Context: an optimization exercise on an open-source flow, tuned for small area and a short achievable clock period. The choices shown serve that exercise and are no tape-out recipe. At most, simulation tests tie the RTL to the original design; equivalence was not proved. For runs 2 to 7, only the layout was checked, not whether the RTL still works. Power figures rest on the tool's default switching activity, not on a simulated workload.

==> flow/design.v <==
module fp1(a, one, two, neg, rx, ry);
input wire [10:0] a;
input wire [5:0] one, two;
input wire [4:0] neg;
wire [4:0] nneg = ~neg;
output wire [20:0] rx, ry;
wire pp_0_0;
wire pp_0_1;
wire pp_0_2;
wire pp_0_3;
wire pp_0_4;
wire pp_0_5;
wire pp_0_6;
wire pp_0_7;
wire pp_0_8;
wire pp_0_9;
wire pp_0_10;
wire pp_0_11;
wire pp_1_0;
wire pp_1_1;
wire pp_1_2;
wire pp_1_3;
wire pp_1_4;
wire pp_1_5;
wire pp_1_6;
wire pp_1_7;
wire pp_1_8;
wire pp_1_9;
wire pp_1_10;
wire pp_1_11;
wire pp_2_0;
wire pp_2_1;
wire pp_2_2;
wire pp_2_3;
wire pp_2_4;
wire pp_2_5;
wire pp_2_6;
wire pp_2_7;
wire pp_2_8;
wire pp_2_9;
wire pp_2_10;
wire pp_2_11;
wire pp_3_0;
wire pp_3_1;
wire pp_3_2;
wire pp_3_3;
wire pp_3_4;
wire pp_3_5;
wire pp_3_6;
wire pp_3_7;
wire pp_3_8;
wire pp_3_9;
wire pp_3_10;
wire pp_3_11;
wire pp_4_0;
wire pp_4_1;
wire pp_4_2;
wire pp_4_3;
wire pp_4_4;
wire pp_4_5;
wire pp_4_6;
wire pp_4_7;
wire pp_4_8;
wire pp_4_9;
wire pp_4_10;
wire pp_4_11;
wire pp_5_0;
wire pp_5_1;
wire pp_5_2;
wire pp_5_3;
wire pp_5_4;
wire pp_5_5;
wire pp_5_6;
wire pp_5_7;
wire pp_5_8;
wire pp_5_9;
wire pp_5_10;
wire hs0;
wire hc0;
wire hs1;
wire hc1;
wire hs2;
wire hc2;
wire fs0;
wire fc0;
wire hs3;
wire hc3;
wire fs1;
wire fc1;
wire hs4;
wire hc4;
wire fs2;
wire fc2;
wire fs3;
wire fc3;
wire hs5;
wire hc5;
wire fs4;
wire fc4;
wire fs5;
wire fc5;
wire hs6;
wire hc6;
wire fs6;
wire fc6;
wire fs7;
wire fc7;
wire fs8;
wire fc8;
wire hs7;
wire hc7;
wire fs9;
wire fc9;
wire fs10;
wire fc10;
wire fs11;
wire fc11;
wire fs12;
wire fc12;
wire fs13;
wire fc13;
wire fs14;
wire fc14;
wire fs15;
wire fc15;
wire fs16;
wire fc16;
wire fs17;
wire fc17;
wire fs18;
wire fc18;
wire fs19;
wire fc19;
wire fs20;
wire fc20;
wire fs21;
wire fc21;
wire fs22;
wire fc22;
wire fs23;
wire fc23;
wire fs24;
wire fc24;
wire fs25;
wire fc25;
wire fs26;
wire fc26;
wire fs27;
wire fc27;
wire fs28;
wire fc28;
wire fs29;
wire fc29;
wire fs30;
wire fc30;
wire fs31;
wire fc31;
wire pp_2_11_n;
wire fs32;
wire fc32;
wire fs33;
wire fc33;
wire fs34;
wire fc34;
wire fs35;
wire fc35;
wire fs36;
wire fc36;
wire fs37;
wire fc37;
wire pp_3_11_n;
wire fs38;
wire fc38;
wire fs39;
wire fc39;
wire fs40;
wire fc40;
wire fs41;
wire fc41;
wire pp_4_11_n;
wire fs42;
wire fc42;
wire fs43;
wire fc43;
assign pp_0_0 = (one[0] & a[0]) ^ neg[0];
assign pp_0_1 = ((one[0] & a[1]) | (two[0] & a[0])) ^ neg[0];
assign pp_0_2 = ((one[0] & a[2]) | (two[0] & a[1])) ^ neg[0];
assign pp_0_3 = ((one[0] & a[3]) | (two[0] & a[2])) ^ neg[0];
assign pp_0_4 = ((one[0] & a[4]) | (two[0] & a[3])) ^ neg[0];
assign pp_0_5 = ((one[0] & a[5]) | (two[0] & a[4])) ^ neg[0];
assign pp_0_6 = ((one[0] & a[6]) | (two[0] & a[5])) ^ neg[0];
assign pp_0_7 = ((one[0] & a[7]) | (two[0] & a[6])) ^ neg[0];
assign pp_0_8 = ((one[0] & a[8]) | (two[0] & a[7])) ^ neg[0];
assign pp_0_9 = ((one[0] & a[9]) | (two[0] & a[8])) ^ neg[0];
assign pp_0_10 = ((one[0] & a[10]) | (two[0] & a[9])) ^ neg[0];
assign pp_0_11 = (two[0] & a[10]) ^ neg[0];
assign pp_1_0 = (one[1] & a[0]) ^ neg[1];
assign pp_1_1 = ((one[1] & a[1]) | (two[1] & a[0])) ^ neg[1];
assign pp_1_2 = ((one[1] & a[2]) | (two[1] & a[1])) ^ neg[1];
assign pp_1_3 = ((one[1] & a[3]) | (two[1] & a[2])) ^ neg[1];
assign pp_1_4 = ((one[1] & a[4]) | (two[1] & a[3])) ^ neg[1];
assign pp_1_5 = ((one[1] & a[5]) | (two[1] & a[4])) ^ neg[1];
assign pp_1_6 = ((one[1] & a[6]) | (two[1] & a[5])) ^ neg[1];
assign pp_1_7 = ((one[1] & a[7]) | (two[1] & a[6])) ^ neg[1];
assign pp_1_8 = ((one[1] & a[8]) | (two[1] & a[7])) ^ neg[1];
assign pp_1_9 = ((one[1] & a[9]) | (two[1] & a[8])) ^ neg[1];
assign pp_1_10 = ((one[1] & a[10]) | (two[1] & a[9])) ^ neg[1];
assign pp_1_11 = (two[1] & a[10]) ^ neg[1];
assign pp_2_0 = (one[2] & a[0]) ^ neg[2];
assign pp_2_1 = ((one[2] & a[1]) | (two[2] & a[0])) ^ neg[2];
assign pp_2_2 = ((one[2] & a[2]) | (two[2] & a[1])) ^ neg[2];
assign pp_2_3 = ((one[2] & a[3]) | (two[2] & a[2])) ^ neg[2];
assign pp_2_4 = ((one[2] & a[4]) | (two[2] & a[3])) ^ neg[2];
assign pp_2_5 = ((one[2] & a[5]) | (two[2] & a[4])) ^ neg[2];
assign pp_2_6 = ((one[2] & a[6]) | (two[2] & a[5])) ^ neg[2];
assign pp_2_7 = ((one[2] & a[7]) | (two[2] & a[6])) ^ neg[2];
assign pp_2_8 = ((one[2] & a[8]) | (two[2] & a[7])) ^ neg[2];
assign pp_2_9 = ((one[2] & a[9]) | (two[2] & a[8])) ^ neg[2];
assign pp_2_10 = ((one[2] & a[10]) | (two[2] & a[9])) ^ neg[2];
assign pp_2_11 = (two[2] & a[10]) ^ neg[2];
assign pp_3_0 = (one[3] & a[0]) ^ neg[3];
assign pp_3_1 = ((one[3] & a[1]) | (two[3] & a[0])) ^ neg[3];
assign pp_3_2 = ((one[3] & a[2]) | (two[3] & a[1])) ^ neg[3];
assign pp_3_3 = ((one[3] & a[3]) | (two[3] & a[2])) ^ neg[3];
assign pp_3_4 = ((one[3] & a[4]) | (two[3] & a[3])) ^ neg[3];
assign pp_3_5 = ((one[3] & a[5]) | (two[3] & a[4])) ^ neg[3];
assign pp_3_6 = ((one[3] & a[6]) | (two[3] & a[5])) ^ neg[3];
assign pp_3_7 = ((one[3] & a[7]) | (two[3] & a[6])) ^ neg[3];
assign pp_3_8 = ((one[3] & a[8]) | (two[3] & a[7])) ^ neg[3];
assign pp_3_9 = ((one[3] & a[9]) | (two[3] & a[8])) ^ neg[3];
assign pp_3_10 = ((one[3] & a[10]) | (two[3] & a[9])) ^ neg[3];
assign pp_3_11 = (two[3] & a[10]) ^ neg[3];
assign pp_4_0 = (one[4] & a[0]) ^ neg[4];
assign pp_4_1 = ((one[4] & a[1]) | (two[4] & a[0])) ^ neg[4];
assign pp_4_2 = ((one[4] & a[2]) | (two[4] & a[1])) ^ neg[4];
assign pp_4_3 = ((one[4] & a[3]) | (two[4] & a[2])) ^ neg[4];
assign pp_4_4 = ((one[4] & a[4]) | (two[4] & a[3])) ^ neg[4];
assign pp_4_5 = ((one[4] & a[5]) | (two[4] & a[4])) ^ neg[4];
assign pp_4_6 = ((one[4] & a[6]) | (two[4] & a[5])) ^ neg[4];
assign pp_4_7 = ((one[4] & a[7]) | (two[4] & a[6])) ^ neg[4];
assign pp_4_8 = ((one[4] & a[8]) | (two[4] & a[7])) ^ neg[4];
assign pp_4_9 = ((one[4] & a[9]) | (two[4] & a[8])) ^ neg[4];
assign pp_4_10 = ((one[4] & a[10]) | (two[4] & a[9])) ^ neg[4];
assign pp_4_11 = (two[4] & a[10]) ^ neg[4];
assign pp_5_0 = (one[5] & a[0]);
assign pp_5_1 = ((one[5] & a[1]) | (two[5] & a[0]));
assign pp_5_2 = ((one[5] & a[2]) | (two[5] & a[1]));
assign pp_5_3 = ((one[5] & a[3]) | (two[5] & a[2]));
assign pp_5_4 = ((one[5] & a[4]) | (two[5] & a[3]));
assign pp_5_5 = ((one[5] & a[5]) | (two[5] & a[4]));
assign pp_5_6 = ((one[5] & a[6]) | (two[5] & a[5]));
assign pp_5_7 = ((one[5] & a[7]) | (two[5] & a[6]));
assign pp_5_8 = ((one[5] & a[8]) | (two[5] & a[7]));
assign pp_5_9 = ((one[5] & a[9]) | (two[5] & a[8]));
assign pp_5_10 = ((one[5] & a[10]) | (two[5] & a[9]));
ha_c u_h0(.a(neg[1]), .b(pp_0_2), .s(hs0), .co(hc0));
ha_c u_h1(.a(pp_0_3), .b(pp_1_1), .s(hs1), .co(hc1));
ha_c u_h2(.a(neg[2]), .b(pp_0_4), .s(hs2), .co(hc2));
fa_c u_f0(.a(pp_1_2), .b(pp_2_0), .c(hc1), .s(fs0), .co(fc0));
ha_c u_h3(.a(pp_0_5), .b(pp_1_3), .s(hs3), .co(hc3));
fa_c u_f1(.a(pp_2_1), .b(hc2), .c(hs3), .s(fs1), .co(fc1));
ha_c u_h4(.a(neg[3]), .b(pp_0_6), .s(hs4), .co(hc4));
fa_c u_f2(.a(pp_1_4), .b(pp_2_2), .c(pp_3_0), .s(fs2), .co(fc2));
fa_c u_f3(.a(hc3), .b(hs4), .c(fs2), .s(fs3), .co(fc3));
ha_c u_h5(.a(pp_0_7), .b(pp_1_5), .s(hs5), .co(hc5));
fa_c u_f4(.a(pp_2_3), .b(pp_3_1), .c(hc4), .s(fs4), .co(fc4));
fa_c u_f5(.a(hs5), .b(fc2), .c(fs4), .s(fs5), .co(fc5));
ha_c u_h6(.a(neg[4]), .b(pp_0_8), .s(hs6), .co(hc6));
fa_c u_f6(.a(pp_1_6), .b(pp_2_4), .c(pp_3_2), .s(fs6), .co(fc6));
fa_c u_f7(.a(pp_4_0), .b(hc5), .c(hs6), .s(fs7), .co(fc7));
fa_c u_f8(.a(fs6), .b(fc4), .c(fs7), .s(fs8), .co(fc8));
ha_c u_h7(.a(pp_0_9), .b(pp_1_7), .s(hs7), .co(hc7));
fa_c u_f9(.a(pp_2_5), .b(pp_3_3), .c(pp_4_1), .s(fs9), .co(fc9));
fa_c u_f10(.a(hc6), .b(hs7), .c(fc6), .s(fs10), .co(fc10));
fa_c u_f11(.a(fs9), .b(fc7), .c(fs10), .s(fs11), .co(fc11));
fa_c u_f12(.a(pp_0_10), .b(pp_1_8), .c(pp_2_6), .s(fs12), .co(fc12));
fa_c u_f13(.a(pp_3_4), .b(pp_4_2), .c(pp_5_0), .s(fs13), .co(fc13));
fa_c u_f14(.a(hc7), .b(fc9), .c(fs12), .s(fs14), .co(fc14));
fa_c u_f15(.a(fs13), .b(fc10), .c(fs14), .s(fs15), .co(fc15));
fa_c u_f16(.a(pp_0_11), .b(pp_1_9), .c(pp_2_7), .s(fs16), .co(fc16));
fa_c u_f17(.a(pp_3_5), .b(pp_4_3), .c(pp_5_1), .s(fs17), .co(fc17));
fa_c u_f18(.a(fc12), .b(fc13), .c(fs16), .s(fs18), .co(fc18));
fa_c u_f19(.a(fs17), .b(fc14), .c(fs18), .s(fs19), .co(fc19));
fa_c u_f20(.a(neg[0]), .b(pp_1_10), .c(pp_2_8), .s(fs20), .co(fc20));
fa_c u_f21(.a(pp_3_6), .b(pp_4_4), .c(pp_5_2), .s(fs21), .co(fc21));
fa_c u_f22(.a(fc16), .b(fc17), .c(fs20), .s(fs22), .co(fc22));
fa_c u_f23(.a(fs21), .b(fc18), .c(fs22), .s(fs23), .co(fc23));
fa_c u_f24(.a(neg[0]), .b(pp_1_11), .c(pp_2_9), .s(fs24), .co(fc24));
fa_c u_f25(.a(pp_3_7), .b(pp_4_5), .c(pp_5_3), .s(fs25), .co(fc25));
fa_c u_f26(.a(fc20), .b(fc21), .c(fs24), .s(fs26), .co(fc26));
fa_c u_f27(.a(fs25), .b(fc22), .c(fs26), .s(fs27), .co(fc27));
fa_c u_f28(.a(nneg[1]), .b(nneg[0]), .c(pp_2_10), .s(fs28), .co(fc28));
fa_c u_f29(.a(pp_3_8), .b(pp_4_6), .c(pp_5_4), .s(fs29), .co(fc29));
fa_c u_f30(.a(fc24), .b(fs28), .c(fc25), .s(fs30), .co(fc30));
fa_c u_f31(.a(fs29), .b(fc26), .c(fs30), .s(fs31), .co(fc31));
assign pp_2_11_n = ~pp_2_11;
fa_c u_f32(.a(pp_3_9), .b(pp_4_7), .c(pp_5_5), .s(fs32), .co(fc32));
fa_c u_f33(.a(pp_2_11_n), .b(fc28), .c(fc29), .s(fs33), .co(fc33));
fa_c u_f34(.a(fs32), .b(fc30), .c(fs33), .s(fs34), .co(fc34));
fa_c u_f35(.a(nneg[2]), .b(pp_3_10), .c(pp_4_8), .s(fs35), .co(fc35));
fa_c u_f36(.a(pp_5_6), .b(pp_2_11), .c(fc32), .s(fs36), .co(fc36));
fa_c u_f37(.a(fs35), .b(fc33), .c(fs36), .s(fs37), .co(fc37));
assign pp_3_11_n = ~pp_3_11;
fa_c u_f38(.a(pp_4_9), .b(pp_5_7), .c(pp_3_11_n), .s(fs38), .co(fc38));
fa_c u_f39(.a(fc35), .b(fs38), .c(fc36), .s(fs39), .co(fc39));
fa_c u_f40(.a(nneg[3]), .b(pp_4_10), .c(pp_5_8), .s(fs40), .co(fc40));
fa_c u_f41(.a(pp_3_11), .b(fc38), .c(fs40), .s(fs41), .co(fc41));
assign pp_4_11_n = ~pp_4_11;
fa_c u_f42(.a(pp_5_9), .b(pp_4_11_n), .c(fc40), .s(fs42), .co(fc42));
fa_c u_f43(.a(nneg[4]), .b(pp_5_10), .c(pp_4_11), .s(fs43), .co(fc43));
assign rx = {fs43, fs42, fs41, fs39, fc34, fc31, fc27, fc23, fc19, fc15, fc11, fc8, fc5, fc3, fc1, fc0, hs2, hc0, pp_1_0, pp_0_1, neg[0]};
assign ry = {fc42, fc41, fc39, fc37, fs37, fs34, fs31, fs27, fs23, fs19, fs15, fs11, fs8, fs5, fs3, fs1, fs0, hs1, hs0, 1'b0, pp_0_0};
endmodule
module fa_c(a, b, c, s, co);
input wire a, b, c;
output wire s, co;
assign s = a ^ b ^ c;
assign co = (a & b) | (c & (a ^ b));
endmodule
module ha_c(a, b, s, co);
input wire a, b;
output wire s, co;
assign s = a ^ b;
assign co = a & b;
endmodule
module ha1_c(a, b, s, co);
input wire a, b;
output wire s, co;
assign s = ~(a ^ b);
assign co = a | b;
endmodule
module fp2(s, e, sign, fp_result, under, over);
input wire [20:9] s;
input wire [4:0] e;
input wire sign;
output wire [15:0] fp_result;
output wire under, over;
wire [4:0] e_inc = e + 5'd1;
wire u0 = e > 5'd24;
wire u1 = (e > 5'd23) && (e != 5'd31);    
wire [4:0] te = s[20] ? e : e_inc;
wire [10:0] ts = s[20] ? s[19:9] : s[20:10];
assign fp_result = {sign, te[3:0], ts};
assign under = s[20] ? u0 : u1;
assign over = te[4];
endmodule
module fp_mul(clk, op1, op2, result, under, over);
input wire clk;
input wire [15:0] op1, op2;
output wire [15:0] result;
output wire under, over;
wire [13:0] bx = {2'b00, op2[10:0], 1'b0};
wire [5:0] one_d, two_d;
wire [4:0] neg_d;
genvar i;
generate for (i = 0; i < 6; i = i + 1) begin : g_booth
	assign one_d[i] = bx[2*i+1] ^ bx[2*i];
	assign two_d[i] = (bx[2*i+2] & ~bx[2*i+1] & ~bx[2*i]) | (~bx[2*i+2] & bx[2*i+1] & bx[2*i]);
	if (i < 5) begin : g_neg
		assign neg_d[i] = bx[2*i+2];
	end
end endgenerate
reg [10:0] sa;
reg [5:0] bone, btwo;
reg [4:0] bneg;
reg [4:0] e1;
reg sg1;
always @(posedge clk)
begin
	sa <= op1[10:0];
	bone <= one_d;
	btwo <= two_d;
	bneg <= neg_d;
	e1 <= {1'b0, op1[14:11]} + {1'b0, op2[14:11]} - 5'd7;
	sg1 <= op1[15] ^ op2[15];
end
wire [20:0] rx, ry;
fp1 stage1(.a(sa), .one(bone), .two(btwo), .neg(bneg), .rx(rx), .ry(ry));
wire [20:0] px = rx, py = ry;
wire [15:0] lo = {1'b0, px[14:0]} + {1'b0, py[14:0]};
reg [5:0] hx, hy;
reg hc;
reg [5:0] lo2;
reg [4:0] e2;
reg sg2;
always @(posedge clk)
begin
	hx <= px[20:15];
	hy <= py[20:15];
	hc <= lo[15];
	lo2 <= lo[14:9];
	e2 <= e1;
	sg2 <= sg1;
end
wire [5:0] hi = hx + hy + hc;
wire [20:9] s = {hi, lo2};
fp2 stage2(.s(s), .e(e2), .sign(sg2), .fp_result(result), .under(under), .over(over));
endmodule
==> flow/flow/run.sh <==
#!/bin/bash
# The standard layout (the standard.sh) with two changes: plain buf_1
# cells as the input and output port buffers instead of the ones
# buffer_ports picks, and clock tree synthesis without dummy load cells.
export BUFFER_PORTS_ARGS="-buffer_cell sky130_fd_sc_hd__buf_1"
export CTS_ARGS="-sink_clustering_enable -repair_clock_nets -buf_list sky130_fd_sc_hd__clkbuf_8 -dont_use_dummy_load"
bash standard.sh > standard.log 2>&1
==> flow/standard.sh <==
#!/bin/bash
# synth_recipe.tcl (not shown) runs the flow's synth.tcl, then flattens the netlist and writes it again
# the make line also repeats each setting of config.mk as NAME=value (left out here)
make -C /OpenROAD-flow-scripts/flow DESIGN_CONFIG=/design/flow/config.mk WORK_HOME=/design/flow/orfs CLKGATE_MAP_FILE= SYNTH_SCRIPT=/design/flow/synth_recipe.tcl "${@:-finish}"
==> flow/config.mk <==
export PLATFORM = sky130hd
export DESIGN_NAME = fp_mul
export DESIGN_NICKNAME = fp_mul
export VERILOG_FILES = /design/flow/design.v
export SDC_FILE = /design/flow/constraint.sdc
export NUM_CORES = 4
export LEC_CHECK = 0
export CAP_MARGIN = 20
export CORE_MARGIN = 2
export CORE_UTILIZATION = 40
export SETUP_SLACK_MARGIN = 1.7
export SLEW_MARGIN = 20
export SYNTH_HIERARCHICAL = 1
export SYNTH_MINIMUM_KEEP_SIZE = 0
==> flow/constraint.sdc <==
create_clock -name core_clock -period 5.3 [get_ports {clk}]
set_input_delay 1.0600 -clock core_clock [delete_from_list [all_inputs] [get_ports {clk}]]
set_output_delay 1.0600 -clock core_clock [all_outputs]
set_load 0.01 [all_outputs]
==> results of run 1 <==
[state kept, by name, indices dropped and copies added, names as in the netlist]
| register | count |
|---|---|
| e1 | 5 |
| e2 | 5 |
| bneg | 5 |
| sg1 | 1 |
| lo2 | 6 |
| hx | 6 |
| bone | 6 |
| hc | 1 |
| sa | 11 |
| btwo | 6 |
| sg2 | 1 |
| hy | 6 |
[synth_stat cells, types with 2 or more instances]
| cell type | count |
|---|---|
| buf_2 | 8 |
| and2_1 | 2 |
| nor2_1 | 11 |
| mux2_4 | 5 |
| xnor2_1 | 68 |
| nand4_1 | 4 |
| o21ai_0 | 11 |
| a22o_2 | 2 |
| nand3_1 | 2 |
| ha_1 | 37 |
| nor3_1 | 2 |
| fa_1 | 47 |
| nor2b_1 | 3 |
| nand2b_1 | 5 |
| dfxtp_1 | 59 |
| mux2_2 | 7 |
| a22oi_2 | 5 |
| o211a_1 | 3 |
| nand2_1 | 23 |
| buf_4 | 47 |
| a22o_1 | 8 |
| xor2_1 | 13 |
| a21oi_1 | 12 |
| buf_6 | 19 |
| nand3b_1 | 4 |
| inv_1 | 24 |
| a22oi_1 | 45 |
| a21oi_2 | 2 |
| clkbuf_2 | 3 |
| a21o_1 | 3 |
[where the power goes]
part	internal, uW	switching, uW
logic	1370	1250
clock network	151	148
registers	569	92.7
total	2090	1490
[kinds of logic (layout without fill, tap and decap cells)]
kind of cell	count (synthesis)	after routing	share of synthesized area [%]
AO/OA/AOI/OAI	102	102	15.0
XOR/XNOR	81	81	13.4
adder cells (fa/ha/maj)	84	84	26.6
buffers and inverters	102	91	13.9
flip-flops	59	59	22.4
multiplexers	13	13	3.11
other	1	1	0.0711
AND/OR/NAND/NOR	60	60	5.53
[per-stage QoR]
step	power [uW]	instances
CTS	3300	660
global route	3940	663
finish	3570	663
floorplan	2640	502
detailed placement	2820	647
global placement	2780	647
[worst max path at each step]
stage | to | slack (ps) | cells past startpoint
after global routing | result[2] | 1610 | 11
after detailed placement | hc | 1460 | 9
after floorplan | hc | 1860 | 12
after CTS | result[5] | 1690 | 11
final | result[5] | 1750 | 10
after global placement | hc | 1510 | 9
[final cells by class]
type | count | share of cell area, %
Inverter | 24 | 1.64
Tap cell | 172 | 3.93
Multi-Input combinational cell | 341 | 62.8
Timing Repair Buffer | 58 | 6.53
Sequential cell | 59 | 22.8
Clock buffer | 9 | 2.26
[Yosys stat by module, one instance, submodules excluded]
module	flops+latches	cells	area, um^2
fp1	0	215	1710
fp2	0	33	330
ha_c	0	1	12.5
fa_c	0	1	20.0
fp_mul	59	202	2250
[metal layers]
layer	wire, um	track usage (%)	vias to the layer above
met4	73	4.32	0
met3	663	3.21	6
met1	4620	19.8	1612
met5	0	0	-
met2	4560	23.7	108
li1	-	-	1630
[worst max-delay path, stage by stage (launching register included)]
cell	delay [ps]
dfxtp_2	320
ha_1	280
nor2b_4	130
o21ai_2	170
a21boi_2	100
o211a_1	230
nor3b_2	200
buf_6	160
buf_8	140
mux2_4	310
buf_6	120
[timing repair]
| item | in CTS | in global routing |
|---|---|---|
| resized for setup | 34 | 68 |
| setup buffers | 2 | 3 |
| endpoints found under the hold margin | 0 | 0 |
| endpoints found under the setup margin | 23 | 23 |
| pin swaps | 3 | 6 |
| gates cloned | 2 | 0 |
==> reports/metrics.yaml, run 1 <==
placed_design:
  io_buffer_count: 50
  detailedPlace.worstSlack_ps: 1460
  dp_hpwl_um: 7490
  gp_congestion: 0.864
  post_dp_cell_area_um2: 5050
setup_path:
  r2r_slack_ps: 1860
  startpoint: "hx[1]"
  critical_path_required_ps: 4240
  worstReg2RegEnd: "hc"
  crit_arrival_ps: 2490
  cp_max_fo: 5
  reg2reg_depth: 9
  critPathLaunchType: "register"
  r2r_start: "sa[8]"
  worstSetupPathType: "register to primary output"
  crit_path_end_kind: "primary output"
final_layout:
  seq_area_um2: 1250
  final_area_um2: 5480
  multi_input_comb_area_um2: 3440
  num-fill-cells: 1275
  drive_above_1_share_pct: 19.3
  layout_common_cells: "xnor2_1 (67), fa_1 (46), a22oi_1 (44)"
  final_util_pct: 43.1
  mostFrequentLayoutCell: "xnor2_1"
  area_delta_synth_final_pct: 3.91
  nets: 610
  n_antenna_cell: 0
sta:
  setup_tns_ps: 0
  fin_skew_ps: 17.5
  finalSetupViolCount: 0
  timing.hold.ws_ps: 324
  clock.fmax_mhz: 282
  layout_setup_ws_ps: 1750
  drv_slew: 0
  period_needed_ps: 3550
  hold_viol: 0
  min_period_over_period_pct: 66.9
  rsz0062_at_grt: "yes"
floorplan:
  die_area_um2: 14100
  die_w_um: 119
  die_h_um: 119
  fp-row-count: 41
  ios: 51
  fp.coreArea_um2: 12700
  start_util_pct: 41.5
detailed_routing:
  drtIter0Drc: 197
  num_vias: 3356
  routed_wl_um: 9910
  first_pass_iters: 4
  ant_nets: 0
  drc: 0
  wl_per_cell_um: 14.9
  via_per_inst: 5.06
global_route:
  grt_max_degree: 18
  overflow: 0
  antenna_found_initial: 0
  grt_pass1_vias: 3425
  grt_pass1_wl_um: 16700
  grt.total_usage_pct: 14.7
clocking:
  cts_buffer_depth: 2
  htree_levels: 3
  clk_latency_ps: 340
  cts_buffers: 9
  clockRootBuffer: "clkbuf_8"
  ctsHoldBuffers: 0
  cts.sinks: 59
  cts_tree: "yes"
  cts.clk_slew.worst_paths_ps: 50
logic_synthesis:
  syn_avg_cell_area_um2: 10.5
  syn-num-nets: 619
  synth_top_area_share_pct: 22.4
  synthTopCellsByArea: "dfxtp_1 (22%), fa_1 (18%), xnor2_1 (11%)"
  synth-seq-area-share_pct: 22.4
  synth_cell_types: 48
  synth_enable_flop_cells: 0
  syn_inst: 502
  synthArstFlopShare_pct: 0
  ys_warn_count: 7
  yosysTopAreaCell: "dfxtp_1"
  synth_ff_type: "dfxtp_1"
  ys_seq_elements: 59
  syn_area_um2: 5280
pwr:
  power_leakage_uw: 0.00224
  ir_drop_mv: 0.300
  power_density_nw_per_um2: 652
min_path:
  whs_path_depth: 0
  whs_endpoint: "e2[1]"
  hold_path.startpoint: "e1[1]"
  min_path_type: "register to register"
outcome:
  status: "complete, no violations"
run:
  drv_cap: 0
==> run 2, diff against run 1 <==
--- a/flow/design.v
+++ b/flow/design.v
@@ -378,20 +378,22 @@
 fp1 stage1(.a(sa), .one(bone), .two(btwo), .neg(bneg), .rx(rx), .ry(ry));
 wire [20:0] px = rx, py = ry;
-wire [15:0] lo = {1'b0, px[14:0]} + {1'b0, py[14:0]};
-reg [5:0] hx, hy;
+wire [12:0] lo = {1'b0, px[11:0]} + {1'b0, py[11:0]};
+wire [8:0] h0 = px[20:12] + py[20:12];
+wire [8:0] h1 = px[20:12] + py[20:12] + 1'b1;
+reg [8:0] h0r, h1r;
 reg hc;
-reg [5:0] lo2;
+reg [2:0] lo2;
 reg [4:0] e2;
 reg sg2;
 always @(posedge clk)
 begin
-	hx <= px[20:15];
-	hy <= py[20:15];
-	hc <= lo[15];
-	lo2 <= lo[14:9];
+	h0r <= h0;
+	h1r <= h1;
+	hc <= lo[12];
+	lo2 <= lo[11:9];
 	e2 <= e1;
 	sg2 <= sg1;
 end
-wire [5:0] hi = hx + hy + hc;
+wire [8:0] hi = hc ? h1r : h0r;
 wire [20:9] s = {hi, lo2};
 fp2 stage2(.s(s), .e(e2), .sign(sg2), .fp_result(result), .under(under), .over(over));
--- a/flow/config.mk
+++ b/flow/config.mk
@@ -9,5 +9,4 @@
 export CORE_MARGIN = 2
 export CORE_UTILIZATION = 40
-export SETUP_SLACK_MARGIN = 1.7
 export SLEW_MARGIN = 20
 export SYNTH_HIERARCHICAL = 1
==> reports/metrics.yaml, run 2 <==
final_layout:
  drive_above_1_share_pct: 9.88
  largest_reg_flops: 11
  top_regs: "sa x11, h0r x9, h1r x9"
  layout_common_cells: "xnor2_1 (76), dfxtp_1 (62), buf_1 (50)"
  mostFrequentLayoutCell: "xnor2_1"
  num-fill-cells: 1310
  nets: 606
  n_antenna_cell: 0
  area_delta_synth_final_pct: -1.82
  largest_register: "sa"
  final_util_pct: 40.2
setup_path:
  crit_slowest_cell: "dfxtp_1"
  cp_max_fo: 14
  reg2reg_depth: 12
  worstReg2RegEnd: "h1r[7]"
  critical_path_required_ps: 5570
  slowest_delay_ps: 830
  cpLargestDelayFamily: "adder cells"
  r2r_slack_ps: 860
  crit_path_end_kind: "register"
  path_buf_inv: 0
  worstSetupPathType: "register to register"
  crit_arrival_ps: 4720
  r2r_start: "bneg[3]"
  critPathLaunchType: "register"
  worstPathCellList: "xnor2_1 > fa_1 > fa_1 > fa_1 > ha_1 > fa_1 > a21o_1 > a21oi_1 > xnor2_1 > nand3_1 > nor3_1 > xnor2_1"
  crit_top_cell: "fa_1"
logic_synthesis:
  synthArstFlopShare_pct: 0
  yosysMostFrequentCell: "xnor2_1"
  synth-seq-area-share_pct: 22.9
  ys_warn_count: 7
  syn_inst: 504
  yosys-top-cells-count: "xnor2_1 (76), dfxtp_1 (62), buf_4 (47), fa_1 (46), a22oi_1 (45)"
  yosysTopAreaCell: "dfxtp_1"
  syn_avg_cell_area_um2: 10.8
  synthTopCellsByArea: "dfxtp_1 (23%), fa_1 (17%), xnor2_1 (12%)"
  synth_cell_types: 45
  synth_enable_flop_cells: 0
  syn-num-nets: 622
  synth_ff_type: "dfxtp_1"
  ys_seq_elements: 62
  synth_top_area_share_pct: 22.9
  syn_area_um2: 5420
sta:
  hold_viol: 0
  worstMarginPinSlew_ps: 798
  clock.fmax_mhz: 225
  drv_slew: 0
  slew_headroom_pct: 46.8
  finalSetupViolCount: 0
  fin_skew_ps: 13.6
  rsz0062_at_grt: "no"
  setup_tns_ps: 0
  period_needed_ps: 4440
  min_period_over_period_pct: 83.8
clocking:
  ctsHoldBuffers: 0
  cts.sinks: 62
  htree_levels: 3
  post_cts_buffers: 0
  clk_latency_ps: 340
  post_cts_resized: 0
  clockRootBuffer: "clkbuf_8"
  cts_tree: "yes"
  cts.clk_slew.worst_paths_ps: 60
  cts_buffer_depth: 2
  cts_buffers: 9
floorplan:
  die_h_um: 120
  die_w_um: 120
  start_util_pct: 40.9
  fp.coreArea_um2: 13200
  ios: 51
  fp-row-count: 42
  die_area_um2: 14500
min_path:
  min_path_type: "register to register"
  whs_path_depth: 0
  whs_endpoint: "e2[4]"
  hold_path.startpoint: "e1[4]"
detailed_routing:
  routed_wl_um: 9790
  num_vias: 3307
  first_pass_iters: 5
  wl_per_cell_um: 14.8
  ant_nets: 0
  drc: 0
  via_per_inst: 5.00
  drtIter0Drc: 195
global_route:
  grt.total_usage_pct: 14.4
  grt_max_degree: 19
  grt_pass1_vias: 3412
  grt_pass1_wl_um: 16800
  overflow: 0
  antenna_found_initial: 0
placed_design:
  dp_hpwl_um: 7650
  io_buffer_count: 50
  gp_congestion: 0.884
outcome:
  status: "complete, no violations"
pwr:
  ir_drop_mv: 0.314
  power_density_nw_per_um2: 628
  power_leakage_uw: 0.00214
run:
  drv_cap: 0
[run 2: area by class of cell]
type	instances	area [um^2]	share of cell area, %
multi-input combinational	343	3460	65.0
timing repair buffer	52	203	3.81
tap	176	220	4.14
sequential	62	1240	23.3
inverter	20	75.1	1.41
clock buffer	9	124	2.33
[run 2: per-module statistics from Yosys, one instance, submodules excluded]
module	times used	cells inside	area, um^2
fp1	1	215	1710
fp_mul	1	204	2400
fp2	1	33	330
ha_c	8	1	12.5
fa_c	44	1	20.0
[run 2: cells by family after synthesis]
| kind of cell | synth area share [%] |
|---|---|
| adders and majority gates | 26.0 |
| and+or+nand+nor | 4.92 |
| xor gates and xnor gates | 14.5 |
| DFF | 22.9 |
| other | 0.0692 |
| buffers and inverters | 13.3 |
| AOI/OAI and AO/OA | 13.4 |
| muxes | 4.92 |
[run 2: how the worst max path moves through the flow]
stage | from | cells after the start | to
2_1_floorplan | sa[9] | 15 | h1r[7]
3_3_place_gp | bneg[3] | 12 | h1r[7]
3_5_place_dp | bneg[3] | 12 | h1r[7]
4_1_cts | bneg[3] | 12 | h1r[7]
5_1_grt | bneg[3] | 12 | h1r[7]
6_report | bneg[3] | 12 | h1r[7]
[run 2: metal layers]
layer	vias up	track usage (%)	wire length, um
met5	-	0	0
met4	0	4.65	113
met3	12	3.77	603
met2	108	21.7	4260
met1	1563	20.2	4810
li1	1624	-	-
[run 2: per-stage QoR]
step	instances	cell area [um^2]	power (uW)	hold WS (ps)	setup WS, ps
after detailed placement	653	5200	3080	313	873
after global placement	653	5200	3030	311	1010
after global routing	662	5320	3720	330	642
after CTS	662	5320	3400	319	879
final	662	5320	3340	317	857
after floorplan	504	5420	2910	310	1310
[run 2: power breakdown]
part / leakage [uW] / switching, uW / internal, uW
clock network: 0.0000647 / 147 / 150
registers: 0.000522 / 96.3 / 643
logic: 0.00156 / 1220 / 1090
total: 0.00214 / 1460 / 1880
==> run 3, diff against run 2 <==
--- a/flow/design.v
+++ b/flow/design.v
@@ -378,10 +378,10 @@
 fp1 stage1(.a(sa), .one(bone), .two(btwo), .neg(bneg), .rx(rx), .ry(ry));
 wire [20:0] px = rx, py = ry;
-wire [12:0] lo = {1'b0, px[11:0]} + {1'b0, py[11:0]};
-wire [8:0] h0 = px[20:12] + py[20:12];
-wire [8:0] h1 = px[20:12] + py[20:12] + 1'b1;
-reg [8:0] h0r, h1r;
+wire [13:0] lo = {1'b0, px[12:0]} + {1'b0, py[12:0]};
+wire [7:0] h0 = px[20:13] + py[20:13];
+wire [7:0] h1 = px[20:13] + py[20:13] + 1'b1;
+reg [7:0] h0r, h1r;
 reg hc;
-reg [2:0] lo2;
+reg [3:0] lo2;
 reg [4:0] e2;
 reg sg2;
@@ -390,10 +390,10 @@
 	h0r <= h0;
 	h1r <= h1;
-	hc <= lo[12];
-	lo2 <= lo[11:9];
+	hc <= lo[13];
+	lo2 <= lo[12:9];
 	e2 <= e1;
 	sg2 <= sg1;
 end
-wire [8:0] hi = hc ? h1r : h0r;
+wire [7:0] hi = hc ? h1r : h0r;
 wire [20:9] s = {hi, lo2};
 fp2 stage2(.s(s), .e(e2), .sign(sg2), .fp_result(result), .under(under), .over(over));
==> reports/metrics.yaml, run 3 <==
sta:
  setup_tns_ps: 0
  timing.hold.ws_ps: 327
  min_period_over_period_pct: 79.8
  period_needed_ps: 4230
  worstMarginPinSlew_ps: 811
  fin_skew_ps: 31.9
  finalSetupViolCount: 0
  clock.fmax_mhz: 237
  slew_headroom_pct: 45.9
  drv_slew: 0
  rsz0062_at_grt: "no"
  hold_viol: 0
detailed_routing:
  highest_layer: "met4"
  wl_per_cell_um: 14.3
  drtIter0Drc: 109
  wl_met3_um: 380
  ant_nets: 0
  drt-met1-wl_um: 4190
  first_pass_iters: 4
  drc: 0
  met2_wirelength_um: 4550
  via_per_inst: 4.98
  num_vias: 3222
  routed_wl_um: 9250
logic_synthesis:
  yosysTopAreaCell: "dfxtp_1"
  synth_compound_area_share_pct: 13.7
  synth_enable_flop_cells: 0
  ys_seq_elements: 61
  yosys-top-cells-count: "xnor2_1 (71), dfxtp_1 (61), buf_4 (47), fa_1 (46), a22oi_1 (45)"
  synthTopCellsByArea: "dfxtp_1 (23%), fa_1 (17%), xnor2_1 (12%)"
  yosysMostFrequentCell: "xnor2_1"
  synthArstFlopShare_pct: 0
  synth_top_area_share_pct: 22.7
  syn_avg_cell_area_um2: 11.0
  synth_top_family_by_area: "adder cells"
  synth_ff_type: "dfxtp_1"
  synth_simple_gate_area_share_pct: 4.32
  synth_cell_types: 48
  ys_warn_count: 7
  synth-seq-area-share_pct: 22.7
  synthXorXnorAreaFrac_pct: 15.3
  syn_area_um2: 5380
  syn_inst: 488
  synthMuxAreaShare_pct: 4.53
  syn-num-nets: 606
  synth_fa_ha_area_share_pct: 26.2
global_route:
  grt_pass1_wl_um: 15400
  antenna_found_initial: 0
  grt_max_degree: 19
  grt_pass1_vias: 3242
  overflow: 0
  grt.total_usage_pct: 13.7
final_layout:
  layout_common_cells: "xnor2_1 (71), dfxtp_1 (61), buf_1 (50)"
  multi_input_comb_area_um2: 3450
  n_antenna_cell: 0
  seq_area_um2: 1220
  nets: 591
  num-fill-cells: 1301
  largest_reg_flops: 11
  area_delta_synth_final_pct: -1.70
  top_regs: "sa x11, h0r x8, h1r x8"
  drive_above_1_share_pct: 11.5
  largest_register: "sa"
  mostFrequentLayoutCell: "xnor2_1"
run:
  drv_cap: 0
floorplan:
  ios: 51
  die_h_um: 120
  fp.coreArea_um2: 13200
  fp-row-count: 42
  die_w_um: 120
  start_util_pct: 40.8
  die_area_um2: 14400
setup_path:
  critPathLaunchType: "register"
  critical_path_required_ps: 5530
  crit_arrival_ps: 4460
  worstPathCellList: "a22oi_1 > xnor2_1 > fa_1 > fa_1 > fa_1 > ha_1 > fa_1 > a21o_1 > a21oi_2 > xnor2_2 > and3_1 > nand3_1 > xnor2_1"
  r2r_slack_ps: 1070
  cp_max_fo: 12
  slowest_delay_ps: 620
  crit_top_cell: "fa_1"
  crit_slowest_cell: "dfxtp_1"
  crit_path_end_kind: "register"
  worstSetupPathType: "register to register"
clocking:
  post_cts_resized: 0
  clk_latency_ps: 360
  clockRootBuffer: "clkbuf_8"
  cts.sinks: 61
  cts_buffer_depth: 2
  post_cts_buffers: 0
  cts_buffers: 9
  cts.clk_slew.worst_paths_ps: 70
  htree_levels: 3
  ctsHoldBuffers: 0
  cts_tree: "yes"
pwr:
  ir_drop_mv: 0.301
  total_power_uw: 3240
  power_leakage_uw: 0.00215
  power_density_nw_per_um2: 611
min_path:
  min_path_type: "register to register"
placed_design:
  gp_congestion: 0.837
  dp_hpwl_um: 7270
  io_buffer_count: 50
outcome:
  status: "complete, no violations"
[run 3: cell families (layout without fill, tap and decap cells)]
family / count (synthesis) / after routing
buffers and inverters: 96 / 79
AOI/OAI and AO/OA: 95 / 95
xor gates and xnor gates: 89 / 89
adders and majority gates: 85 / 85
DFF: 61 / 61
and+or+nand+nor: 41 / 41
muxes: 20 / 20
other: 1 / 1
[run 3: routing by layer]
| metal | vias to the layer above | track usage, % |
|---|---|---|
| met5 | - | 0 |
| met4 | 0 | 4.41 |
| met3 | 9 | 4.18 |
| met2 | 63 | 23.2 |
| met1 | 1576 | 16.6 |
| li1 | 1574 | - |
[run 3: metrics by stage]
| stage | instance area, um^2 | utilization [%] | std cells | setup slack [ps] |
|---|---|---|---|---|
| detailed placement | 5170 | 39.2 | 638 | 1030 |
| global route | 5290 | 40.1 | 647 | 790 |
| finish | 5290 | 40.1 | 647 | 1070 |
| floorplan | 5380 | - | 488 | 1390 |
| global placement | 5170 | 39.2 | 638 | 1090 |
| CTS | 5290 | 40.1 | 647 | 1030 |
[run 3: worst paths after layout]
kind                            cells after the start   from      to
worst max-delay path                               13  sa[5]  h1r[7]
worst max register to register                     13  sa[5]  h1r[7]
worst min-delay path                                0    sg1     sg2
worst min register to register                      0    sg1     sg2
[run 3: power breakdown]
group          leakage, uW  switching [uW]  internal [uW]
clock network    0.0000647             153            150
registers         0.000514            89.7            627
logic              0.00157            1120           1100
total              0.00215            1360           1870
[run 3: area by class of cell]
cell class,instances,area share [%]
inverters,17,1.21
repair buffers,53,3.97
flip-flops and latches,61,23.1
multi-input cells,331,65.2
well taps,176,4.16
clock buffers,9,2.34
[run 3: critical path, delay by kind of cell (launching register included)]
kind	cells	cell delay [ps]
fa+ha+maj	5	2110
flops	1	620
compound gates	3	570
xor+xnor	3	470
simple gates	2	330
[run 3: per-module statistics from Yosys, one instance, submodules excluded]
module,copies in the design,cell area (um^2)
fp_mul,1,2360
ha_c,8,12.5
fp2,1,330
fp1,1,1710
fa_c,44,20.0
==> run 4, diff against run 3 <==
--- a/flow/design.v
+++ b/flow/design.v
@@ -380,5 +380,6 @@
 wire [13:0] lo = {1'b0, px[12:0]} + {1'b0, py[12:0]};
 wire [7:0] h0 = px[20:13] + py[20:13];
-wire [7:0] h1 = px[20:13] + py[20:13] + 1'b1;
+wire [8:0] h1w = {px[20:13], 1'b1} + {py[20:13], 1'b1};
+wire [7:0] h1 = h1w[8:1];    
 reg [7:0] h0r, h1r;
 reg hc;
--- a/flow/config.mk
+++ b/flow/config.mk
@@ -6,4 +6,5 @@
 export NUM_CORES = 4
 export LEC_CHECK = 0
+export ABC_CLOCK_PERIOD_IN_PS = 1500
 export CAP_MARGIN = 20
 export CORE_MARGIN = 2
==> reports/metrics.yaml, run 4 <==
setup_path:
  critPathLaunchType: "register"
  cp_max_fo: 12
  reg2reg_depth: 11
  critical_path_required_ps: 5530
  r2r_slack_ps: 1460
  worstSetupPathType: "register to register"
  crit_path_end_kind: "register"
  startpoint: "sa[6]"
  crit_arrival_ps: 4070
  worstReg2RegEnd: "h1r[6]"
  r2r_start: "sa[6]"
final_layout:
  finalNonFillerCells: 662
  area_delta_synth_final_pct: -2.27
  final_util_pct: 39.9
  n_antenna_cell: 0
  layout_common_cells: "xnor2_1 (74), dfxtp_1 (61), buf_1 (50)"
  largest_register: "sa"
  top_regs: "sa x11, h0r x8, h1r x8"
  nets: 607
  mostFrequentLayoutCell: "xnor2_1"
  largest_reg_flops: 11
  num-fill-cells: 1324
  drive_above_1_share_pct: 8.85
sta:
  worstMarginPinSlew_ps: 904
  rsz0062_at_grt: "no"
  drv_slew: 0
  slew_headroom_pct: 39.6
  fin_skew_ps: 18.8
  hold_viol: 0
  setup_tns_ps: 0
  min_period_over_period_pct: 72.5
  period_needed_ps: 3840
  clock.fmax_mhz: 260
  finalSetupViolCount: 0
detailed_routing:
  wl_per_cell_um: 14.7
  num_vias: 3281
  ant_nets: 0
  drc: 0
  via_per_inst: 4.96
  drtIter0Drc: 104
  first_pass_iters: 5
  routed_wl_um: 9750
logic_synthesis:
  synthTopCellsByArea: "dfxtp_1 (23%), fa_1 (17%), xnor2_1 (12%)"
  syn_area_um2: 5410
  synth-seq-area-share_pct: 22.6
  synthMuxAreaShare_pct: 4.51
  synth_cell_types: 46
  ys_seq_elements: 61
  yosysMostFrequentCell: "xnor2_1"
  synthXorXnorAreaFrac_pct: 14.4
  synth_top_area_share_pct: 22.6
  synth_fa_ha_area_share_pct: 26.4
  synth_compound_area_share_pct: 13.5
  synth_simple_gate_area_share_pct: 4.72
  syn_avg_cell_area_um2: 10.7
  ys_warn_count: 7
  syn_inst: 508
  syn-num-nets: 627
  synth_ff_type: "dfxtp_1"
  synth_enable_flop_cells: 0
  synthArstFlopShare_pct: 0
  synth_top_family_by_area: "adder cells"
  yosysTopAreaCell: "dfxtp_1"
  yosys-top-cells-count: "xnor2_1 (74), dfxtp_1 (61), buf_4 (47), fa_1 (47), a22oi_1 (45)"
clocking:
  clockRootBuffer: "clkbuf_8"
  cts.clk_slew.worst_paths_ps: 70
  ctsHoldBuffers: 0
  clk_latency_ps: 350
  cts_buffers: 9
  post_cts_buffers: 0
  cts_tree: "yes"
  post_cts_resized: 0
  cts.sinks: 61
  htree_levels: 3
  cts_buffer_depth: 2
floorplan:
  fp.coreArea_um2: 13200
  start_util_pct: 40.9
  die_w_um: 120
  die_area_um2: 14500
  die_h_um: 120
  fp-row-count: 42
  ios: 51
min_path:
  min_path_type: "register to register"
  hold_path.startpoint: "e1[0]"
  whs_path_depth: 0
  whs_endpoint: "e2[0]"
global_route:
  antenna_found_initial: 0
  grt_pass1_vias: 3403
  grt_max_degree: 19
  grt_pass1_wl_um: 16600
  grt.total_usage_pct: 14.5
  overflow: 0
pwr:
  power_leakage_uw: 0.00213
  total_power_uw: 3070
  power_density_nw_per_um2: 581
  ir_drop_mv: 0.206
placed_design:
  io_buffer_count: 50
  gp_congestion: 0.867
  dp_hpwl_um: 7710
  post-place-cells: 653
outcome:
  status: "complete, no violations"
run:
  drv_cap: 0
-- run 4: cell count changes in the layout (fill, tap and decap cells not counted), sizes merged, moves of 2 or more --
cell	before	now
a21boi	0	2
a21o	7	5
a21oi	10	13
and3	4	1
buf	53	50
inv	17	25
nand2	11	17
nand4	0	3
o21a	2	0
o21bai	1	3
xnor2	76	74
xor2	13	15
-- run 4: routing by layer --
metal / share of wire (%) / up-vias / global-route usage [%]
met4: 1.4 / 0 / 5.01
met1: 48 / 1569 / 19.6
met3: 6.4 / 10 / 4.39
met2: 44 / 83 / 22.2
met5: 0 / - / 0
li1: - / 1619 / -
-- run 4: worst max-delay path by stage --
stage	slack, ps	endpoint	depth (start not counted)
3_3_place_gp	1550	h1r[6]	11
4_1_cts	1500	hc	10
6_report	1460	h1r[6]	11
3_5_place_dp	1510	h1r[6]	10
5_1_grt	1230	h1r[6]	11
2_1_floorplan	1830	h1r[6]	14
-- run 4: modules after synthesis (local to each module, per instance) --
| module | cells | area [um^2] |
|---|---|---|
| fa_c | 1 | 20.0 |
| fp1 | 215 | 1710 |
| fp2 | 33 | 330 |
| fp_mul | 208 | 2390 |
| ha_c | 1 | 12.5 |
-- run 4: through the flow --
stage	hold slack (ps)	instance area [um^2]	setup slack, ps
after global placement	309	5160	1550
final	326	5290	1460
after detailed placement	313	5160	1510
after global routing	330	5290	1230
after CTS	328	5290	1500
after floorplan	310	5410	1830
-- run 4: final cells by class --
cell class	count	area (um^2)	area share, %
clock buffer	9	124	2.34
inverter	25	93.8	1.77
multi-input combinational	341	3440	65.1
sequential	61	1220	23.1
tap	176	220	4.16
timing repair buffer	50	188	3.55
-- run 4: kinds of logic after synthesis --
group | after synthesis
buf+inv | 106
compound gates | 96
xor+xnor | 89
fa+ha+maj | 86
flops | 61
simple gates | 49
mux | 20
other cells | 1
-- run 4: critical path: stages (launching register included) --
cell and delay [ps]:
dfxtp_1 690, a22oi_1 200, xnor2_1 180, fa_1 450, fa_1 510, fa_1 410, ha_1 400, a21oi_1 280
o21bai_1 90, a21oi_1 210, o21ai_0 150, xor2_1 160
-- run 4: report_power, final --
part | internal (uW) | switching [uW]
Combinational | 992 | 1070
Clock | 150 | 146
Sequential | 620 | 96.9
Total | 1760 | 1310
==> run 5, diff against run 4 <==
--- a/flow/config.mk
+++ b/flow/config.mk
@@ -6,8 +6,8 @@
 export NUM_CORES = 4
 export LEC_CHECK = 0
-export ABC_CLOCK_PERIOD_IN_PS = 1500
 export CAP_MARGIN = 20
 export CORE_MARGIN = 2
 export CORE_UTILIZATION = 40
+export SETUP_SLACK_MARGIN = 1.9
 export SLEW_MARGIN = 20
 export SYNTH_HIERARCHICAL = 1
==> reports/metrics.yaml, run 5 <==
logic_synthesis:
  syn_inst: 508
  synthXorXnorAreaFrac_pct: 14.4
  yosysMostFrequentCell: "xnor2_1"
  ys_seq_elements: 61
  synthMuxAreaShare_pct: 4.51
  synthTopCellsByArea: "dfxtp_1 (23%), fa_1 (17%), xnor2_1 (12%)"
  synth_top_area_share_pct: 22.6
  synth_ff_type: "dfxtp_1"
  synth_cell_types: 46
  synth_compound_area_share_pct: 13.5
  synth_top_family_by_area: "adder cells"
  syn_avg_cell_area_um2: 10.7
  synth_simple_gate_area_share_pct: 4.72
  yosys-top-cells-count: "xnor2_1 (74), dfxtp_1 (61), buf_4 (47), fa_1 (47), a22oi_1 (45)"
  syn_area_um2: 5410
  synth-seq-area-share_pct: 22.6
  yosysTopAreaCell: "dfxtp_1"
  synthArstFlopShare_pct: 0
  synth_fa_ha_area_share_pct: 26.4
  ys_warn_count: 7
  synth_enable_flop_cells: 0
  syn-num-nets: 627
detailed_routing:
  first_pass_iters: 5
  via_per_inst: 5.04
  drc: 0
  wl_per_cell_um: 15.3
  routed_wl_um: 10300
  ant_nets: 0
  drtIter0Drc: 181
  num_vias: 3404
setup_path:
  critPathLaunchType: "register"
  r2r_slack_ps: 1890
  r2r_start: "sa[8]"
  slowest_delay_ps: 530
  worstSetupPathType: "register to register"
  critical_path_required_ps: 5560
  crit_path_end_kind: "register"
  worstPathCellList: "a22oi_2 > xnor2_1 > ha_1 > fa_1 > fa_1 > ha_4 > nand4_1 > a211oi_2 > a211oi_2 > a21boi_1 > xor2_1"
  crit_slowest_cell: "fa_1"
  crit_arrival_ps: 3660
  startpoint: "sa[8]"
  reg2reg_depth: 11
  cp_max_fo: 6
sta:
  drv_slew: 0
  layout_setup_ws_ps: 1890
  fin_skew_ps: 20.1
  hold_viol: 0
  setup_tns_ps: 0
  finalSetupViolCount: 0
  clock.fmax_mhz: 293
  period_needed_ps: 3410
  min_period_over_period_pct: 64.3
  rsz0062_at_grt: "yes"
  timing.hold.ws_ps: 324
clocking:
  htree_levels: 3
  cts_buffer_depth: 2
  cts.clk_slew.worst_paths_ps: 60
  cts_buffers: 9
  cts_tree: "yes"
  ctsHoldBuffers: 0
  clk_latency_ps: 340
  cts.sinks: 61
  clockRootBuffer: "clkbuf_8"
pwr:
  total_power_uw: 3440
  power_density_nw_per_um2: 602
  ir_drop_mv: 0.257
  power_leakage_uw: 0.00224
global_route:
  overflow: 0
  antenna_found_initial: 0
  grt_max_degree: 19
  grt_pass1_wl_um: 16800
  grt.total_usage_pct: 14.7
  grt_pass1_vias: 3444
final_layout:
  layout_common_cells: "xnor2_1 (69), buf_1 (50), fa_1 (39)"
  nets: 621
  largest_register: "sa"
  n_antenna_cell: 0
  mostFrequentLayoutCell: "xnor2_1"
  top_regs: "sa x11, h0r x8, h1r x8"
  largest_reg_flops: 11
  final_area_um2: 5710
  drive_above_1_share_pct: 23.6
  area_delta_synth_final_pct: 5.57
placed_design:
  dp_hpwl_um: 7720
  io_buffer_count: 50
  post_dp_cell_area_um2: 5170
  detailedPlace.worstSlack_ps: 1480
  gp_congestion: 0.858
outcome:
  status: "complete, no violations"
floorplan:
  fp-row-count: 42
  die_h_um: 120
  start_util_pct: 40.9
  die_area_um2: 14500
  ios: 51
  fp.coreArea_um2: 13200
  die_w_um: 120
min_path:
  whs_path_depth: 0
  min_path_type: "register to register"
  hold_path.startpoint: "e1[0]"
run:
  drv_cap: 0
[run 5: cell families (layout without fill, tap and decap cells)]
group	after synthesis	count (layout)
XOR/XNOR	89	89
flip-flops	61	61
AO/OA/AOI/OAI	96	96
other	1	1
AND/OR/NAND/NOR	49	49
adder cells (fa/ha/maj)	86	86
buffers and inverters	106	98
multiplexers	20	20
[run 5: report_power, final]
group	switching (uW)	leakage, uW	internal, uW
clock	149	0.0000647	150
sequential	97.6	0.000523	617
combinational	1200	0.00165	1220
total	1450	0.00224	1990
[run 5: layout make-up]
| type | instances | area, um^2 |
|---|---|---|
| Tap cell | 176 | 220 |
| Timing Repair Buffer | 64 | 300 |
| Clock buffer | 9 | 124 |
| Fill cell | 1295 | 7530 |
| Multi-Input combinational cell | 341 | 3670 |
| Inverter | 25 | 93.8 |
| Sequential cell | 61 | 1310 |
[run 5: through the flow]
step           std cells  utilization, %
2_1_floorplan        508               -
3_3_place_gp         653            39.0
3_5_place_dp         653            39.0
4_1_cts              662            40.6
5_1_grt              676            43.1
6_report             676            43.1
[run 5: per-layer routing]
metal  up-vias  global-route usage (%)  share of wire, %
li1       1639                       -                 -
met2        86                    23.0                47
met3         9                    4.10               6.0
met1      1670                    19.6                46
met5         -                       0                 0
met4         0                    4.58               1.1
[run 5: repair_timing]
item,4_1_cts,5_1_grt
pin swaps,1,31
buffers inserted,0,14
cloned,0,0
endpoints found under the hold margin,0,0
gates resized for setup,44,54
setup endpoints to repair,19,13
[run 5: path summary, 6_finish.rpt]
check,to
max,lo2[2]
min,e2[0]
max reg2reg,lo2[2]
min reg2reg,e2[0]
[run 5: modules after synthesis (local to each module, per instance)]
module	cells inside	flip-flops and latches	cell area, um^2	copies in the design
fa_c	1	0	20.0	44
fp_mul	208	61	2390	1
ha_c	1	0	12.5	8
fp1	215	0	1710	1
fp2	33	0	330	1
[run 5: worst max-delay path, delay by kind of cell (launching register included)]
kind	cells	cell delay, ps
adders and majority gates	4	1610
and+or+nand+nor	1	220
DFF	1	370
AOI/OAI and AO/OA	4	830
xor gates and xnor gates	2	290
==> run 6, diff against run 5 <==
--- a/flow/config.mk
+++ b/flow/config.mk
@@ -9,5 +9,5 @@
 export CORE_MARGIN = 2
 export CORE_UTILIZATION = 40
-export SETUP_SLACK_MARGIN = 1.9
+export SETUP_SLACK_MARGIN = 1.7
 export SLEW_MARGIN = 20
 export SYNTH_HIERARCHICAL = 1
==> reports/metrics.yaml, run 6 <==
sta:
  clock.fmax_mhz: 292
  finalSetupViolCount: 0
  min_period_over_period_pct: 64.6
  fin_skew_ps: 17.9
  drv_slew: 0
  hold_viol: 0
  timing.hold.ws_ps: 326
  period_needed_ps: 3420
  setup_tns_ps: 0
  rsz0062_at_grt: "no"
final_layout:
  largest_register: "sa"
  mostFrequentLayoutCell: "xnor2_1"
  num-fill-cells: 1321
  drive_above_1_share_pct: 15.2
  nets: 607
  largest_reg_flops: 11
  final_area_um2: 5350
  seq_area_um2: 1270
  n_antenna_cell: 0
  multi_input_comb_area_um2: 3460
  layout_common_cells: "xnor2_1 (74), buf_1 (50), fa_1 (46)"
  area_delta_synth_final_pct: -1.13
  top_regs: "sa x11, h0r x8, h1r x8"
setup_path:
  cpLargestDelayFamily: "adder cells"
  cp_num_cells: 10
  slowest_delay_ps: 540
  reg2reg_depth: 10
  critPathLaunchType: "register"
  crit_arrival_ps: 3650
  path_buf_inv: 0
  worstPathCellList: "a22oi_1 > xnor2_1 > fa_1 > fa_1 > fa_1 > ha_1 > or2_2 > a21oi_1 > a21oi_2 > a21o_1"
  cp_max_fo: 11
  worstSetupPathType: "register to register"
  crit_top_cell: "fa_1"
  crit_path_end_kind: "register"
  critical_path_required_ps: 5530
  crit_slowest_cell: "fa_1"
detailed_routing:
  routed_wl_um: 9770
  ant_nets: 0
  num_vias: 3259
  wl_per_cell_um: 14.8
  via_per_inst: 4.92
  drtIter0Drc: 102
  drc: 0
  first_pass_iters: 4
outcome:
  status: "complete, no violations"
global_route:
  grt.total_usage_pct: 14.5
  grt_pass1_vias: 3401
  overflow: 0
  antenna_found_initial: 0
  grt_max_degree: 19
  grt_pass1_wl_um: 16600
clocking:
  ctsHoldBuffers: 0
  cts.clk_slew.worst_paths_ps: 60
  cts_tree: "yes"
  cts.sinks: 61
  htree_levels: 3
  cts_buffers: 9
  post_cts_buffers: 0
  cts_buffer_depth: 2
  clk_latency_ps: 350
  clockRootBuffer: "clkbuf_8"
pwr:
  p_sw_share_pct: 42.6
  ir_drop_mv: 0.211
  power_density_nw_per_um2: 580
  p_int_uw: 1780
  clockPowerShare_pct: 9.6
  p_switching_uw: 1320
  power_frac_seq_pct: 23.1
  total_power_uw: 3100
  power_leakage_uw: 0.00213
  p_comb_share_pct: 67.3
logic_synthesis:
  syn_area_um2: 5410
  yosysTopAreaCell: "dfxtp_1"
  synth_enable_flop_cells: 0
  yosysMostFrequentCell: "xnor2_1"
  synth_top_area_share_pct: 22.6
  synth_ff_type: "dfxtp_1"
  synthTopCellsByArea: "dfxtp_1 (23%), fa_1 (17%), xnor2_1 (12%)"
  synth-seq-area-share_pct: 22.6
  syn-num-nets: 627
  synthArstFlopShare_pct: 0
  ys_seq_elements: 61
  ys_warn_count: 7
  syn_inst: 508
  syn_avg_cell_area_um2: 10.7
  yosys-top-cells-count: "xnor2_1 (74), dfxtp_1 (61), buf_4 (47), fa_1 (47), a22oi_1 (45)"
  synth_cell_types: 46
floorplan:
  start_util_pct: 40.9
  die_h_um: 120
  ios: 51
  die_w_um: 120
  fp.coreArea_um2: 13200
  fp-row-count: 42
  die_area_um2: 14500
placed_design:
  post_dp_cell_area_um2: 5160
  io_buffer_count: 50
  dp_hpwl_um: 7710
  gp_congestion: 0.867
run:
  drv_cap: 0
min_path:
  whs_path_depth: 0
  min_path_type: "register to register"
-- run 6: cell counts after synthesis --
No cell type changed its count.
-- run 6: per-layer routing --
metal	vias up	GRT usage, %	wire, um
li1	1622	-	-
met2	75	22.2	4360
met5	-	0	0
met4	0	5.01	155
met1	1550	19.6	4680
met3	12	4.39	579
-- run 6: final cells by class --
type / count / share of cell area (%)
inverters: 25 / 1.75
flip-flops and latches: 61 / 23.7
clock buffers: 9 / 2.32
repair buffers: 50 / 3.51
multi-input cells: 341 / 64.6
well taps: 176 / 4.12
-- run 6: repair_timing --
item | 4_1_cts | 5_1_grt
pin swaps | 0 | 1
endpoints found under the setup margin | 13 | 14
resized for setup | 13 | 24
cloned | 0 | 0
-- run 6: power groups by stage --
stage / clock, uW / sequential, uW / combinational [uW]
5_1_grt: 334 / 735 / 2380
3_3_place_gp: 0 / 723 / 2020
2_1_floorplan: 0 / 658 / 2000
3_5_place_dp: 0 / 727 / 2080
6_report: 297 / 718 / 2090
4_1_cts: 316 / 719 / 2100
-- run 6: cells by family after synthesis --
| kind of cell | count (synthesis) | share of synthesized area (%) |
|---|---|---|
| mux | 20 | 4.51 |
| xor+xnor | 89 | 14.4 |
| flops | 61 | 22.6 |
| compound gates | 96 | 13.5 |
| buf+inv | 106 | 13.8 |
| fa+ha+maj | 86 | 26.4 |
| other cells | 1 | 0.0693 |
| simple gates | 49 | 4.72 |
-- run 6: per-module statistics from Yosys (local to each module, per instance) --
module | area [um^2] | times used
fp_mul | 2390 | 1
fp1 | 1710 | 1
fa_c | 20.0 | 44
fp2 | 330 | 1
ha_c | 12.5 | 8
-- run 6: worst paths after layout --
| check | startpoint | end | slack [ps] |
|---|---|---|---|
| setup / recovery | btwo[2] | hc | 1880 |
| hold / removal | e1[0] | e2[0] | 330 |
| setup reg to reg | btwo[2] | hc | 1880 |
| hold reg to reg | e1[0] | e2[0] | 330 |
-- run 6: per-stage QoR --
stage | worst slack (ps) | util (%) | std cells
2_1_floorplan | 1830 | - | 508
3_3_place_gp | 1550 | 39.0 | 653
3_5_place_dp | 1510 | 39.0 | 653
4_1_cts | 1700 | 40.1 | 662
5_1_grt | 1710 | 40.4 | 662
6_report | 1880 | 40.4 | 662
==> run 7, diff against run 6 <==
--- a/flow/design.v
+++ b/flow/design.v
@@ -380,7 +380,5 @@
 wire [13:0] lo = {1'b0, px[12:0]} + {1'b0, py[12:0]};
 wire [7:0] h0 = px[20:13] + py[20:13];
-wire [8:0] h1w = {px[20:13], 1'b1} + {py[20:13], 1'b1};
-wire [7:0] h1 = h1w[8:1];    
-reg [7:0] h0r, h1r;
+reg [7:0] h0r;
 reg hc;
 reg [3:0] lo2;
@@ -390,5 +388,4 @@
 begin
 	h0r <= h0;
-	h1r <= h1;
 	hc <= lo[13];
 	lo2 <= lo[12:9];
@@ -396,5 +393,5 @@
 	sg2 <= sg1;
 end
-wire [7:0] hi = hc ? h1r : h0r;
+wire [7:0] hi = h0r + hc;
 wire [20:9] s = {hi, lo2};
 fp2 stage2(.s(s), .e(e2), .sign(sg2), .fp_result(result), .under(under), .over(over));
==> reports/metrics.yaml, run 7 <==
outcome:
  status: "complete, no violations"
pwr:
  power_density_nw_per_um2: 502
  total_power_uw: 2570
  power_leakage_uw: 0.00203
  ir_drop_mv: 0.215
final_layout:
  n_antenna_cell: 0
  area_delta_synth_final_pct: 0.688
  nets: 584
  multi_input_comb_area_um2: 3390
  largest_register: "sa"
  layout_common_cells: "xnor2_1 (75), buf_1 (50), fa_1 (43), a22oi_1 (43), ha_1 (39)"
  largest_reg_flops: 11
  mostFrequentLayoutCell: "xnor2_1"
  top_regs: "sa x11, h0r x8"
  num-fill-cells: 1274
  final_util_pct: 41.0
  seq_area_um2: 1140
  drive_above_1_share_pct: 16.0
detailed_routing:
  drc: 0
  routed_wl_um: 9350
  via_per_inst: 4.97
  wl_per_cell_um: 14.7
  drtIter0Drc: 174
  ant_nets: 0
  first_pass_iters: 4
  num_vias: 3155
setup_path:
  worstPathCellList: "a22oi_1 > xnor2_1 > fa_1 > fa_1 > fa_1 > ha_1 > a21oi_1 > nor2b_1 > o31a_1 > o41ai_2 > xnor2_1"
  crit_slowest_cell: "fa_1"
  cpLargestDelayFamily: "adder cells"
  slowest_delay_ps: 510
  crit_top_cell: "fa_1"
  critPathLaunchType: "register"
  cp_max_fo: 12
  path_buf_inv: 0
  worstSetupPathType: "register to register"
  crit_arrival_ps: 3760
  crit_path_end_kind: "register"
  critical_path_required_ps: 5550
floorplan:
  fp-row-count: 41
  die_w_um: 117
  die_area_um2: 13600
  fp.coreArea_um2: 12500
  start_util_pct: 40.7
  die_h_um: 117
  ios: 51
global_route:
  grt_pass1_wl_um: 15200
  grt.total_usage_pct: 14.0
  grt_pass1_vias: 3032
  grt_max_degree: 19
  antenna_found_initial: 0
  overflow: 0
clocking:
  cts_buffer_depth: 2
  ctsHoldBuffers: 0
  cts_tree: "yes"
  clk_latency_ps: 310
  cts.sinks: 53
  cts_buffers: 5
  cts.clk_slew.worst_paths_ps: 100
  htree_levels: 2
  clockRootBuffer: "clkbuf_8"
sta:
  period_needed_ps: 3510
  slew_headroom_pct: 58.9
  rsz0062_at_grt: "yes"
  timing.hold.ws_ps: 332
  fin_skew_ps: 21.8
  setup_tns_ps: 0
  finalSetupViolCount: 0
  clock.fmax_mhz: 285
  drv_slew: 0
  worstMarginPinSlew_ps: 617
  hold_viol: 0
  min_period_over_period_pct: 66.3
logic_synthesis:
  syn_avg_cell_area_um2: 10.6
  synth-seq-area-share_pct: 20.8
  ys_warn_count: 7
  synth_top_area_share_pct: 20.8
  syn_area_um2: 5090
  synthArstFlopShare_pct: 0
  yosys-top-cells-count: "xnor2_1 (77), dfxtp_1 (53), buf_4 (47), fa_1 (46), a22oi_1 (45)"
  ys_seq_elements: 53
  synth_enable_flop_cells: 0
  syn-num-nets: 598
  synth_cell_types: 45
  syn_inst: 479
  synthTopCellsByArea: "dfxtp_1 (21%), fa_1 (18%), xnor2_1 (13%)"
  synth_ff_type: "dfxtp_1"
  yosysTopAreaCell: "dfxtp_1"
  yosysMostFrequentCell: "xnor2_1"
placed_design:
  io_buffer_count: 50
  dp_hpwl_um: 7210
  gp_congestion: 0.891
min_path:
  min_path_type: "register to register"
run:
  drv_cap: 0
-- run 7: path summary, 6_finish.rpt --
check | from | to | slack (ps) | cells past startpoint
worst min-delay path | sg1 | sg2 | 330 | 0
worst max-delay path | sa[4] | h0r[7] | 1790 | 11
worst min register to register | sg1 | sg2 | 330 | 0
worst max register to register | sa[4] | h0r[7] | 1790 | 11
-- run 7: kinds of logic (layout without fill, tap and decap cells) --
kind of cell    after synthesis  in the layout  share of synthesized area (%)
compound gates               86             86                           13.2
xor+xnor                     90             90                           15.5
fa+ha+maj                    86             86                           27.9
buf+inv                      97             81                           14.0
flops                        53             53                           20.8
mux                          12             12                           3.02
other cells                   1              1                         0.0737
simple gates                 54             54                           5.48
-- run 7: cell type report --
class | count | area share (%)
Tap cell | 172 | 4.20
Clock buffer | 5 | 1.34
Sequential cell | 53 | 22.3
Timing Repair Buffer | 57 | 4.69
Multi-Input combinational cell | 329 | 66.1
Inverter | 19 | 1.39
-- run 7: power breakdown --
group	leakage [uW]	total, uW	internal (uW)	switching [uW]
Clock	0.0000359	206	85.5	121
Sequential	0.000454	613	511	102
Combinational	0.00154	1760	887	868
-- run 7: layer usage --
layer,vias to the layer above,share of wire (%),GRT usage (%)
li1,1534,-,-
met1,1519,49,20.6
met2,97,44,21.3
met3,5,6.4,2.83
met4,0,0.66,3.06
met5,-,0,0
-- run 7: Yosys stat by module, one instance, submodules excluded --
module / flops+latches / cell area [um^2] / times used / cells inside
fp_mul: 53 / 2070 / 1 / 179
fp1: 0 / 1710 / 1 / 215
fp2: 0 / 330 / 1 / 33
fa_c: 0 / 20.0 / 44 / 1
ha_c: 0 / 12.5 / 8 / 1
-- run 7: metrics by stage --
stage,setup WS [ps],cells,cell area (um^2)
global placement,1390,623,4860
floorplan,1720,479,5100
detailed placement,1330,623,4860
global route,1630,635,5130
CTS,1660,628,5000
finish,1790,635,5130
-- run 7: repair_timing --
action,CTS,global route
resized for setup,36,19
pin swaps,0,4
endpoints found under the setup margin,17,6
buffers inserted,0,7

afterwards: timing with drivers on the ports:
In the flow no input, the clock included, has a driving cell. The finished layouts below were timed again as built, in two steps. Step 1, drivers: a clkbuf_16 drives clk and a buf_2 each remaining input, both assumed. Step 2, shift: input delay + t, output delay - t, t = (earliest + latest rising clock arrival at the registers) / 2. This alone moves slack from input paths to output paths. Three values: ideal ports, drivers, drivers and shift; two values: the first two.
| run | t (ns) | slack for setup (ns) | pins driven straight from the clock port |
|---|---|---|---|
| run 1 | 0.364 | 1.752 / 1.718 / 1.857 | 1 |
| run 2 | 0.362 | 0.857 / 0.857 / 0.857 | 1 |
| run 3 | 0.380 | 1.072 / 1.072 / 1.072 | 1 |
| run 4 | 0.367 | 1.458 / 1.458 / 1.458 | 1 |
| run 5 | 0.368 | 1.892 / 1.892 / 1.892 | 1 |
| run 6 | 0.369 | 1.877 / 1.877 / 1.877 | 1 |
| run 7 | 0.332 | 1.785 / 1.785 / 1.785 | 1 |
After both steps every run listed still meets setup and hold.
